Context: an optimization exercise on an open-source flow, tuned for small area, a short achievable clock period and few clock cycles per item. The choices shown serve that exercise and are no tape-out recipe.
Where RTL was checked, it was by simulation tests only, not by an equivalence proof against the original.
Power and IR drop assume default switching activity.

== try-ember ==
## dma_top
module dma_top (
    input  wire        clk,
    input  wire        reset,
    input  wire        trigger,
    input  wire [4:0]  length,
    input  wire [31:0] source_address,
    input  wire [31:0] destination_address,
    output wire        done,
    output wire [31:0] ARADDR,
    output wire        ARVALID,
    input  wire        ARREADY,
    input  wire [31:0] RDATA,
    input  wire        RVALID,
    output wire        RREADY,
    output wire [31:0] AWADDR,
    output wire        AWVALID,
    input  wire        AWREADY,
    output wire [31:0] WDATA,
    output wire        WVALID,
    input  wire        WREADY,
    input  wire        BVALID,
    output wire        BREADY
);
==> flow/config.mk <==
export PLATFORM = sky130hd
export DESIGN_NAME = dma_top
export DESIGN_NICKNAME = dma_top
export VERILOG_FILES = /design/flow/design.v
export SDC_FILE = /design/flow/constraint.sdc
export NUM_CORES = 4
export LEC_CHECK = 0
export CAP_MARGIN = 20
export CORE_MARGIN = 2
export CORE_UTILIZATION = 45
export CTS_BUF_LIST = sky130_fd_sc_hd__clkbuf_4 sky130_fd_sc_hd__clkbuf_8
export SETUP_SLACK_MARGIN = 1.3
export SLEW_MARGIN = 20
==> flow/constraint.sdc <==
create_clock -name core_clock -period 3.5 [get_ports {clk}]
set_input_delay 0.7000 -clock core_clock [delete_from_list [all_inputs] [get_ports {clk}]]
set_output_delay 0.7000 -clock core_clock [all_outputs]
set_load 0.01 [all_outputs]
standard.sh (not shown) runs the stock make flow with config.mk's settings and CLKGATE_MAP_FILE= SYNTH_SCRIPT=/design/flow/synth_recipe.tcl, a recipe that flattens the netlist after the stock synthesis.
==> flow/flow/run.sh <==
#!/bin/bash
# ORFS layout with two changes from the standard one:
#  - synthesis maps the logic with a plain delay-oriented ABC script (no
#    full/half-adder extraction, no ABC buffering or resizing); everything else
#    in synthesis, including the registers, is the standard synthesis;
#  - the port buffers are the smallest buffer cell.
set -euo pipefail
here=$(pwd)
rm -rf "$here/scripts_abc"
cp -r "$FLOW_HOME/scripts" "$here/scripts_abc"
printf '&get -n\n&st\n&dch\n&nf -p\n&put\n' > "$here/scripts_abc/abc_speed.script"
bash standard.sh "SCRIPTS_DIR=$here/scripts_abc" 'ADDER_MAP_FILE=' synth > synth.log 2>&1
bash standard.sh 'BUFFER_PORTS_ARGS=-buffer_cell sky130_fd_sc_hd__buf_1' 'SETUP_MOVE_SEQUENCE=unbuffer,sizeup,swap' finish > layout.log 2>&1
Testbench counts of try-ember, summed over its fixed seeds: cycles 29,253, words 9,566.
[inputs] try-fjord vs try-ember
# try-ember
export LEC_CHECK = 0
export CAP_MARGIN = 20
export CORE_MARGIN = 2
export CORE_UTILIZATION = 45
export CTS_BUF_LIST = sky130_fd_sc_hd__clkbuf_4 sky130_fd_sc_hd__clkbuf_8
export SETUP_SLACK_MARGIN = 1.3
export SLEW_MARGIN = 20
create_clock -name core_clock -period 3.5 [get_ports {clk}]
# try-fjord
export LEC_CHECK = 0
export CAP_MARGIN = 20
export CORE_MARGIN = 2
export CORE_UTILIZATION = 45
export SETUP_SLACK_MARGIN = 1.25
export SLEW_MARGIN = 20
create_clock -name core_clock -period 3.5 [get_ports {clk}]
[summary]
Any difference in share of power burned in combinational logic between try-ember and try-fjord is small enough to ignore. Status: wire length parity (try-fjord, try-ember). [compare] base=try-ember new=try-fjord: cell area level, clock distribution area overhead in the final layout level, number of inserted filler cells in the final layout level, via count level.
diff inputs: try-fjord => try-cedar
# try-fjord
export LEC_CHECK = 0
export CAP_MARGIN = 20
export CORE_MARGIN = 2
export CORE_UTILIZATION = 45
export SETUP_SLACK_MARGIN = 1.25
export SLEW_MARGIN = 20
create_clock -name core_clock -period 3.5 [get_ports {clk}]
# try-cedar
export LEC_CHECK = 0
export CAP_MARGIN = 20
export CORE_MARGIN = 2
export CORE_UTILIZATION = 45
export GPL_TIMING_DRIVEN = 0
export SETUP_SLACK_MARGIN = 1.3
export SLEW_MARGIN = 20
create_clock -name core_clock -period 3.5 [get_ports {clk}]
## What came out
Comparing try-cedar and try-fjord, the lower global-route usage was measured on try-fjord. Taking try-fjord as the reference, in try-cedar non-filler instance count after layout up 75; share of the clock period used by the worst path moved up. try-fjord was carried through to the last stage, and its layout satisfied the timing, design-rule and antenna checks. No stage failed in try-cedar, and the final checks on the layout all came back clean. try-fjord -> try-cedar: total power increased by a little under 10%.


Setup of v52:
The RTL this note starts from:
==> flow/design.v <==
module master_dma (
    input  wire        clk,
    input  wire        reset,
    input  wire        trigger,
    input  wire [4:0]  length,
    input  wire [31:0] source_address,
    input  wire [31:0] destination_address,
    output wire        done,
    output wire [31:0] ARADDR,
    output wire        ARVALID,
    input  wire        ARREADY,
    input  wire [31:0] RDATA,
    input  wire        RVALID,
    output wire        RREADY,
    output wire [31:0] AWADDR,
    output wire        AWVALID,
    input  wire        AWREADY,
    output wire [31:0] WDATA,
    output wire        WVALID,
    input  wire        WREADY,
    input  wire        BVALID,
    output wire        BREADY
);
wire [2:0] words = length[4:2];
reg       started;      
reg       done_r;       
reg [2:0] ar_count;     
reg [2:0] aw_count;     
reg [2:0] b_count;      
wire active = started ? ~done_r : trigger;
assign ARVALID = active & (ar_count != words);
assign AWVALID = active & (aw_count != words);
addr_offset u_araddr (.base(source_address), .count(ar_count), .addr(ARADDR));
addr_offset u_awaddr (.base(destination_address), .count(aw_count), .addr(AWADDR));
assign WVALID = RVALID & started;
assign WDATA  = RDATA;
assign RREADY = WREADY;
assign BREADY = 1'b1;
wire b_last = BVALID & started & (b_count + 3'd1 == words);
assign done = done_r | b_last;
always @(posedge clk) begin
    if (reset) begin
        started  <= 1'b0;
        done_r   <= 1'b0;
        ar_count <= 3'd0;
        aw_count <= 3'd0;
        b_count  <= 3'd0;
    end else begin
        if (trigger)
            started <= 1'b1;
        if (b_last)
            done_r <= 1'b1;
        if (ARVALID && ARREADY)
            ar_count <= ar_count + 3'd1;
        if (AWVALID && AWREADY)
            aw_count <= aw_count + 3'd1;
        if (BVALID && started)
            b_count <= b_count + 3'd1;
    end
end
endmodule
module addr_offset (
    input  wire [31:0] base,
    input  wire [2:0]  count,
    output wire [31:0] addr
);
wire [2:0] b = base[4:2];
wire c0 = b[0] & count[0];
wire c1 = (b[1] & count[1]) | ((b[1] ^ count[1]) & c0);
wire c2 = (b[2] & count[2]) | ((b[2] ^ count[2]) & c1);
assign addr[1:0] = base[1:0];
assign addr[2] = b[0] ^ count[0];
assign addr[3] = b[1] ^ count[1] ^ c0;
assign addr[4] = b[2] ^ count[2] ^ c1;
genvar k;
generate
    for (k = 5; k < 32; k = k + 1) begin : g_inc
        if (k == 5) begin : g_first
            assign addr[k] = base[k] ^ c2;
        end else begin : g_rest
            assign addr[k] = base[k] ^ (c2 & (&base[k-1:5]));
        end
    end
endgenerate
endmodule
module dma_top (
    input  wire        clk,
    input  wire        reset,
    input  wire        trigger,
    input  wire [4:0]  length,
    input  wire [31:0] source_address,
    input  wire [31:0] destination_address,
    output wire        done,
    output wire [31:0] ARADDR,
    output wire        ARVALID,
    input  wire        ARREADY,
    input  wire [31:0] RDATA,
    input  wire        RVALID,
    output wire        RREADY,
    output wire [31:0] AWADDR,
    output wire        AWVALID,
    input  wire        AWREADY,
    output wire [31:0] WDATA,
    output wire        WVALID,
    input  wire        WREADY,
    input  wire        BVALID,
    output wire        BREADY
);
master_dma u_dma (
    .clk(clk),
    .reset(reset),
    .trigger(trigger),
    .length(length),
    .source_address(source_address),
    .destination_address(destination_address),
    .done(done),
    .ARADDR(ARADDR),
    .ARVALID(ARVALID),
    .ARREADY(ARREADY),
    .RDATA(RDATA),
    .RVALID(RVALID),
    .RREADY(RREADY),
    .AWADDR(AWADDR),
    .AWVALID(AWVALID),
    .AWREADY(AWREADY),
    .WDATA(WDATA),
    .WVALID(WVALID),
    .WREADY(WREADY),
    .BVALID(BVALID),
    .BREADY(BREADY)
);
endmodule
export LEC_CHECK = 0
export ABC_CLOCK_PERIOD_IN_PS = 700
export CAP_MARGIN = 20
export CORE_MARGIN = 2
export CORE_UTILIZATION = 60
export SETUP_SLACK_MARGIN = 0.3
export SLEW_MARGIN = 20
create_clock -name core_clock -period 3.5 [get_ports {clk}]
==> flow/flow/run.sh <==
#!/bin/bash
# Standard ORFS layout, with the port buffers made from the smallest buffer
# cell and the adders left to ABC (no full/half-adder cell extraction).
set -euo pipefail
bash standard.sh 'BUFFER_PORTS_ARGS=-buffer_cell sky130_fd_sc_hd__buf_1' 'ADDER_MAP_FILE=' finish > orfs_make.log 2>&1
Input-level comparison between v35 and v52:
-- flow/config.mk --
<<< v52, line 8
export ABC_CLOCK_PERIOD_IN_PS = 700
>>> v35, line 8
export ABC_CLOCK_PERIOD_IN_PS = 1000
<<< v52, line 12
export SETUP_SLACK_MARGIN = 0.3
>>> v35, line 12
export SETUP_SLACK_MARGIN = 1.0
==> summary.txt <==
v35 got as far as 5_1_grt, where a tool error ended the run.
From v52 to v35, simple-gate share of the synthesized area did not move at all.
Taking v35 over v52, the weighted congestion reported at the end of routability-driven placement ratio works out to 0.891.
v52 -> v35: number of synthesized register bits delta 0, exact match
v35 against v52: half-perimeter wire length of the detailed placement result higher, placed standard-cell area now sits higher, count of port buffers added during placement level.
diff inputs: v35 => v6
==> flow/run.sh (new file) <==
#!/bin/bash
# synth_recipe.tcl (not shown) runs the flow's synth.tcl, then flattens the netlist and writes it again
# the make line also repeats each setting of config.mk as NAME=value (left out here)
make -C /OpenROAD-flow-scripts/flow DESIGN_CONFIG=/design/flow/config.mk WORK_HOME=/design/flow/orfs CLKGATE_MAP_FILE= SYNTH_SCRIPT=/design/flow/synth_recipe.tcl finish
-- flow/config.mk --
<<< v35, line 8
export ABC_CLOCK_PERIOD_IN_PS = 1000
>>> v6, line 8
<<< v35, line 11
export CORE_UTILIZATION = 60
export SETUP_SLACK_MARGIN = 1.0
>>> v6, line 10
export CORE_UTILIZATION = 40
removed: flow/flow/run.sh
removed: flow/standard.sh
Findings:
v6: complete, dirty (negative setup slack). Diff v35 -> v6: area share of fa/ha/maj cells after synthesis up 8.7 points; share of the synthesized netlist area taken by xor and xnor gates down 5.1 points; quantity of hold-fixing buffers added after cts flat; effective utilization at floorplan down 23 points; number of instances resized during post-cts repair up about 10%. [v6] area after synthesis fell 70 um2 relative to v35. Total instance count after detailed placement on v6 is up relative to v35. Detailed placer's ending HPWL on v6 is behind v35. Going from v35 to v6, post-synthesis compound-gate area fraction shows a reduction of 2.3 points, count of unique library cells instantiated by Yosys saw a decrease, pre-CTS setup slack decreased 1320 ps.
No run of this note included a check of the RTL's function; only the layout flow was run.


## wip/xenon
RTL: the design.v shown in full above, as it stands there.
Settings: LEC_CHECK=0, CAP_MARGIN=20, CORE_MARGIN=2, CORE_UTILIZATION=40, SLEW_MARGIN=20; clock period 3.5 ns.
==> flow/flow/run.sh <==
#!/bin/bash
# Standard ORFS layout, with the port buffers made from the smallest buffer
# cell and the adders left to ABC (no full/half-adder cell extraction).
set -euo pipefail
bash standard.sh 'BUFFER_PORTS_ARGS=-buffer_cell sky130_fd_sc_hd__buf_1' 'ADDER_MAP_FILE=' finish > orfs_make.log 2>&1
wip/xenon was carried through to the last stage, and its layout satisfied the timing, design-rule and antenna checks.
Relative to wip/xenon, the following input files were edited for wip/cedar:
==> flow/flow/run.sh <==
#!/bin/bash
# Standard ORFS layout, with the port buffers made from the smallest buffer cell.
set -euo pipefail
bash standard.sh 'BUFFER_PORTS_ARGS=-buffer_cell sky130_fd_sc_hd__buf_1' finish > orfs_make.log 2>&1
==> summary.txt <==
Across wip/cedar and wip/xenon, a clean result was obtained everywhere but in wip/cedar. Area of the die delta (wip/cedar − wip/xenon): favourable. Comparing wip/cedar and wip/xenon, the higher arrival time at the worst endpoint was measured on wip/cedar. Number of well taps in wip/cedar is 13 lower than in wip/xenon. Measured against each other, wip/cedar and wip/xenon differ in longest individual stage delay on the worst path, the higher figure coming from wip/xenon. wip/xenon has higher fill cell instance count of the final layout than wip/cedar.
Edits applied to the flow inputs when going from wip/cedar to wip/juniper:
Settings: ABC_CLOCK_PERIOD_IN_PS: unset -> 700.
==> flow/flow/run.sh <==
#!/bin/bash
# Standard ORFS layout, with the port buffers made from the smallest buffer
# cell and the adders left to ABC (no full/half-adder cell extraction).
set -euo pipefail
bash standard.sh 'BUFFER_PORTS_ARGS=-buffer_cell sky130_fd_sc_hd__buf_1' 'ADDER_MAP_FILE=' finish > orfs_make.log 2>&1
wip/juniper reached the end of the flow, and the finished layout is clean on the timing, design-rule and antenna checks.
Going from wip/cedar to wip/juniper, routed wire length down about 5%, design area now sits lower, simple logic cell fraction of the synthesized area increased by 3.6 points relative to the old numbers, via count of the routed design increased 99.
diff inputs: wip/juniper => wip/pepper
Settings: CORE_UTILIZATION: 40 -> 45; SETUP_SLACK_MARGIN: unset -> 0.8; ABC_CLOCK_PERIOD_IN_PS: 700 -> unset.
## What came out
- Taking wip/juniper as the reference point, the area of all sequential standard cells of wip/pepper rises by 1.7%.
- Taking wip/pepper as 1.0, wip/juniper lands at 1.2 on number of DRC markers in iteration 0.
- Comparing layout cell share with drive strength beyond 1 for wip/juniper and wip/pepper, the bigger number came from wip/pepper.
- Comparing wip/juniper and wip/pepper, post-CTS setup buffer count is higher on wip/pepper.
- Between wip/juniper and wip/pepper, the non-clock buffer count is higher for wip/pepper.
- From wip/juniper to wip/pepper the numbers moved as follows: aggregate routed wire length shows an increase of 20%, final weighted congestion of routability-driven global placement moved up.
The following lists how wip/tundra was set up differently from wip/pepper:
Settings: SETUP_SLACK_MARGIN: 0.8 -> 0.5.
Notes after the runs:
On met1 layer usage reported by global route: between wip/pepper and wip/tundra, it ends up higher for wip/pepper.
Between wip/pepper and wip/tundra, met3 usage in global routing increased.
Changes observed in wip/tundra relative to wip/pepper: final design area excluding fillers shows a reduction of about 22%; wire length per cell shows a reduction of about 7%.
No functional check of the RTL was part of any run of this note.


## run Z
Another version of the RTL of dma_top (not shown whole).
Size in the first run: about 270 cells after synthesis, ~28 flip-flops, about 2200 um^2 of cells after synthesis.
clock: 3.5 ns
lec_check: 0
cap_margin: 20
core_margin: 2
core_utilization: 45
setup_slack_margin: 1.4
slew_margin: 20
==> flow/flow/run.sh <==
#!/bin/bash
# ORFS layout with two changes from the standard one:
#  - synthesis maps the logic with a plain delay-oriented ABC script (no
#    full/half-adder extraction, no ABC buffering or resizing); everything else
#    in synthesis, including the registers, is the standard synthesis;
#  - the port buffers are the smallest buffer cell.
set -euo pipefail
here=$(pwd)
rm -rf "$here/scripts_abc"
cp -r "$FLOW_HOME/scripts" "$here/scripts_abc"
printf '&get -n\n&st\n&dch\n&nf -p\n&put\n' > "$here/scripts_abc/abc_speed.script"
bash standard.sh "SCRIPTS_DIR=$here/scripts_abc" 'ADDER_MAP_FILE=' synth > synth.log 2>&1
bash standard.sh 'BUFFER_PORTS_ARGS=-buffer_cell sky130_fd_sc_hd__buf_1' finish > layout.log 2>&1
Looking at the reports, run Z completed the entire flow and the layout it produced met the timing, design-rule and antenna checks.
Testbench counts of run Z, summed over its fixed seeds: cycles 29,253, words 9,566.
The inputs of run F differ from those of run Z as listed below.
- a deleted SETUP_SLACK_MARGIN that had been 1.4
## What came out
- As far as latest clock arrival within the worst-skew pair is concerned, run Z and run F perform about the same.
- Diff run Z -> run F: core utilization now sits lower; switching share of total power was more or less identical; via count has decreased; first-pass GRT wire length decreased 41 um.
- Run F ended up with u_dma.ar_count[0]$_SDFFE_PP0P_ as its start point of the critical path; run Z ended up with source_address[2].
- Run F against run Z: final critical-path required period now sits higher, net count reported at finish now sits at about the same level, critical path depth now sits lower.


dma_top with an RTL version that a note above also has.
Size in the first run: ~260 cells after synthesis, roughly 26 flip-flops, ~210 I/O pins, ~0.0021 mm2 of cells after synthesis.
export LEC_CHECK = 0
export CAP_MARGIN = 20
export CORE_MARGIN = 2
export CORE_UTILIZATION = 45
export GPL_ROUTABILITY_DRIVEN = 0
export SETUP_SLACK_MARGIN = 1.3
export SLEW_MARGIN = 20
create_clock -name core_clock -period 3.5 [get_ports {clk}]
==> flow/flow/run.sh <==
#!/bin/bash
# ORFS layout with two changes from the standard one:
#  - synthesis maps the logic with a plain delay-oriented ABC script (no
#    full/half-adder extraction, no ABC buffering or resizing); everything else
#    in synthesis, including the registers, is the standard synthesis;
#  - the port buffers are the smallest buffer cell.
set -euo pipefail
here=$(pwd)
rm -rf "$here/scripts_abc"
cp -r "$FLOW_HOME/scripts" "$here/scripts_abc"
printf '&get -n\n&st\n&dch\n&nf -p\n&put\n' > "$here/scripts_abc/abc_speed.script"
bash standard.sh "SCRIPTS_DIR=$here/scripts_abc" 'ADDER_MAP_FILE=' synth > synth.log 2>&1
bash standard.sh 'BUFFER_PORTS_ARGS=-buffer_cell sky130_fd_sc_hd__buf_1' 'SETUP_MOVE_SEQUENCE=unbuffer,sizeup,swap' finish > layout.log 2>&1
Testbench counts at the start, summed over its fixed seeds: cycles 29,253, words 9,566.
Rerun with:
- GPL_ROUTABILITY_DRIVEN: 0 -> unset
The changed run finished clean. Design area stays the same. Die area is unchanged. Total power is unchanged. Fmax is unchanged. Register-to-register slack hardly moves. Global-route usage is unchanged. Synthesized cell count stays the same. Sequential share of layout area does not change. Count of clock-buffer cells in the layout does not change. Worst hold slack is unchanged. Via count does not change.

## static timing again, ports no longer ideal
In the flow no input, the clock included, has a driving cell. The finished layouts below were timed again as built, in two steps.
Step 1 assumes that a clkbuf_16 drives the clock port and a buf_2 every other input.
Step 2 also shifts input and output timing later by t, the mid clock arrival at the registers, as if the neighbouring blocks saw the same clock.
a / b / c = ideal / step 1 / step 2; a / b = the first two.
run | shift t [ns] | setup WS [ns] | worst slew at a driven data input, ns
try-ember | 0.291 | 1.375 / 1.343 / 1.171 | 0.08
try-fjord | 0.291 | 1.362 / 1.331 / 1.171 | 0.08
try-cedar | 0.295 | 1.330 / 1.306 / 1.169 | 0.05
v52 | 0.294 | 0.505 / 0.482 / 0.482 | 0.07
v6 | 0.253 | -0.013 / -0.062 / -0.062 | 0.11
wip/xenon | 0.256 | 0.541 / 0.491 / 0.491 | 0.09
wip/cedar | 0.259 | -0.048 / -0.088 / -0.088 | 0.11
wip/juniper | 0.256 | 0.541 / 0.491 / 0.491 | 0.09
wip/pepper | 0.255 | 0.712 / 0.649 / 0.649 | 0.09
wip/tundra | 0.255 | 0.632 / 0.596 / 0.596 | 0.09
run Z | 0.294 | 1.397 / 1.370 / 1.289 | 0.12
run F | 0.294 | 1.286 / 1.262 / 1.177 | 0.12
the first run of note 5 | 0.291 | 1.375 / 1.343 / 1.171 | 0.08
the second run of note 5 | 0.291 | 1.375 / 1.343 / 1.171 | 0.08
